What follows belongs to an exercise in optimizing a design on an open flow for small area and a short achievable clock period; a production flow would make more cautious choices. The RTL was checked by simulation tests, not by an equivalence proof against the original design. No activity file was given, so power comes from the tool's default toggle rates.

==> inputs of 04-18 <==
Design div_uu, start of the top module:
module div_uu(clk, rst, ena, iready, z, d, q, s, div0, ovf, oready);
  input         clk, rst, ena, iready;
  input  [63:0] z;
  input  [31:0] d;
  output [31:0] q, s;
  output        div0, ovf, oready;
  reg    [31:0] q, s;
  reg           div0, ovf, oready;
  wire n1; g0 un1(d[0], n1);
  wire n2; g0 un2(d[1], n2);
  wire n3; g0 un3(d[2], n3);
  wire n4; g0 un4(d[3], n4);
  wire n5; g0 un5(d[4], n5);
  wire n6; g0 un6(d[5], n6);
  wire n7; g0 un7(d[6], n7);
  wire n8; g0 un8(d[7], n8);
  wire n9; g0 un9(d[8], n9);
  wire n10; g0 un10(d[9], n10);
  wire n11; g0 un11(d[10], n11);
  wire n12; g0 un12(d[11], n12);
  wire n13; g0 un13(d[12], n13);
  wire n14; g0 un14(d[13], n14);
  wire n15; g0 un15(d[14], n15);
  wire n16; g0 un16(d[15], n16);
  wire n17; g0 un17(d[16], n17);
  wire n18; g0 un18(d[17], n18);
  wire n19; g0 un19(d[18], n19);
  wire n20; g0 un20(d[19], n20);
  wire n21; g0 un21(d[20], n21);
  wire n22; g0 un22(d[21], n22);
  wire n23; g0 un23(d[22], n23);
  wire n24; g0 un24(d[23], n24);
  wire n25; g0 un25(d[24], n25);
  wire n26; g0 un26(d[25], n26);
  ...
==> flow/config.mk <==
export PLATFORM = sky130hd
export DESIGN_NAME = div_uu
export DESIGN_NICKNAME = div_uu
export VERILOG_FILES = /design/flow/design.v
export SDC_FILE = /design/flow/constraint.sdc
export NUM_CORES = 4
export LEC_CHECK = 0
export CAP_MARGIN = 20
export CORE_MARGIN = 2
export CORE_UTILIZATION = 62
export SETUP_SLACK_MARGIN = 3.0
export SLEW_MARGIN = 20
export SYNTH_HIERARCHICAL = 1
export SYNTH_MINIMUM_KEEP_SIZE = 0
==> flow/constraint.sdc <==
create_clock -name core_clock -period 5.5 [get_ports {clk}]
set_input_delay 1.1000 -clock core_clock [delete_from_list [all_inputs] [get_ports {clk}]]
set_output_delay 1.1000 -clock core_clock [all_outputs]
set_load 0.01 [all_outputs]
standard.sh (not shown) runs the stock make flow with config.mk's settings and CLKGATE_MAP_FILE= SYNTH_SCRIPT=/design/flow/synth_recipe.tcl, a recipe that flattens the netlist after the stock synthesis.
==> flow/flow/run.sh <==
#!/bin/bash
# Standard layout, with one change: after the standard synthesis, the gate
# cells that synthesis sized up for each small gate module
# (sky130_fd_sc_hd__a21oi_2, mux2_4, nor2b_4) are set back to size 1 (same
# pins and function); the later repair steps size up again whatever timing
# needs.
set -euo pipefail
bash standard.sh synth > synth.log 2>&1
R=orfs/results/${FLOW_PLATFORM}/div_uu/base
for c in a21oi_2 mux2_4 nor2b_4; do
  echo "$c $(grep -c "sky130_fd_sc_hd__$c " "$R/1_2_yosys.v" || true)" >> downsize.log
done
sed -i -e 's/\bsky130_fd_sc_hd__a21oi_2 /sky130_fd_sc_hd__a21oi_1 /' \
       -e 's/\bsky130_fd_sc_hd__mux2_4 /sky130_fd_sc_hd__mux2_1 /' \
       -e 's/\bsky130_fd_sc_hd__nor2b_4 /sky130_fd_sc_hd__nor2b_1 /' "$R/1_2_yosys.v"
rm -f "$R/1_synth.odb" "$R/1_synth.sdc"
bash standard.sh finish > finish.log 2>&1
==> 09-04 (differences from 04-18) <==
--- a/flow/config.mk
+++ b/flow/config.mk
@@ -9,4 +9,4 @@
 export CORE_MARGIN = 2
-export CORE_UTILIZATION = 62
-export SETUP_SLACK_MARGIN = 3.0
+export CORE_UTILIZATION = 55
+export SETUP_SLACK_MARGIN = 3.2
 export SLEW_MARGIN = 20
==> reports/qor_table.md <==
| Metric | Reported | Unit |
|---|---|---|
| Worst setup endpoint | q[31] | - |
| Reg2reg setup slack | 2.99 | ns |
| Worst Skew | 0.0846 | ns |
| Sequential cell area in the final layout | 92300 | µm² |
| Routed wire length | 293 | mm |
| Maximum resistive drop on vdd | 0.000297 | V |
| Post-Place Cells | 17397 | - |
| Highest cell delay on the worst timing path | 0.33 | ns |
| Half-perimeter wire length of the detailed placement result | 201 | mm |
| Worst hold path type | flip-flop to flip-flop | - |
| Power share of the combinational group | 38.8 | % |
| Critical hold path startpoint | X25[8] | - |
| Final design instance area without fill | 173000 | µm² |
| Start point of the critical path | q[31] | - |
| Number of global-route vias before repair | 99008 | - |
| WL met1 | 105 | mm |
| Internal power of the cells | 63.2 | mW |
| Part of the total power dissipated in sequential elements | 39.2 | % |
| Number of instances on the worst hold path | 0 | - |
| Clock buffer count from CTS | 342 | - |
| Footprint of the multi-input gates | 52000 | µm² |
| Run status | timing/DRC/antenna clean | - |
the above is filed under 04-18

==> reports/qor_table.md <==
| Metric | Reported | Unit |
|---|---|---|
| Sequential cell area in the final layout | 92300 | µm² |
| Run status | timing/DRC/antenna clean | - |
| Reg2reg setup slack | 3.02 | ns |
| Start point of the critical path | R16[1] | - |
| Internal power of the cells | 67.6 | mW |
| Maximum resistive drop on vdd | 0.000310 | V |
| Final design instance area without fill | 185000 | µm² |
| Worst setup endpoint | R17[31] | - |
| Number of global-route vias before repair | 99973 | - |
| Critical hold path startpoint | d[22] | - |
| WL met1 | 118 | mm |
| Half-perimeter wire length of the detailed placement result | 205 | mm |
| Highest cell delay on the worst timing path | 0.49 | ns |
| Worst Skew | 0.0585 | ns |
| Routed wire length | 312 | mm |
| Footprint of the multi-input gates | 57800 | µm² |
the above is filed under 09-04

separate check: timing with driven ports:
The flow's constraints put no driver on any port. The routed layouts listed below were extracted and timed again, unchanged, in two steps. Step 1 (the two cells are an assumption about what drives the block):
set clk [get_ports {clk}]
set_driving_cell -lib_cell sky130_fd_sc_hd__clkbuf_16 $clk
set_driving_cell -lib_cell sky130_fd_sc_hd__buf_2 [delete_from_list [all_inputs] $clk]
Step 2 also shifts input and output timing later by t, the mid clock arrival at the registers, as if the neighbouring blocks saw the same clock. Three values: ideal ports, drivers, drivers and shift; two values: the first two.
| run | t, ns | setup WS [ns] | worst setup path at the end |
|---|---|---|---|
| 04-18 | 1.024 | 2.965 / 2.876 / 2.065 | input to register |
| 09-04 | 0.993 | 3.023 / 2.930 / 2.319 | input to register |
After both steps every run listed still meets setup and hold. For 04-18, which loses most, drivers alone change the setup slack by -0.089 ns; drivers and shift together by -0.900 ns.
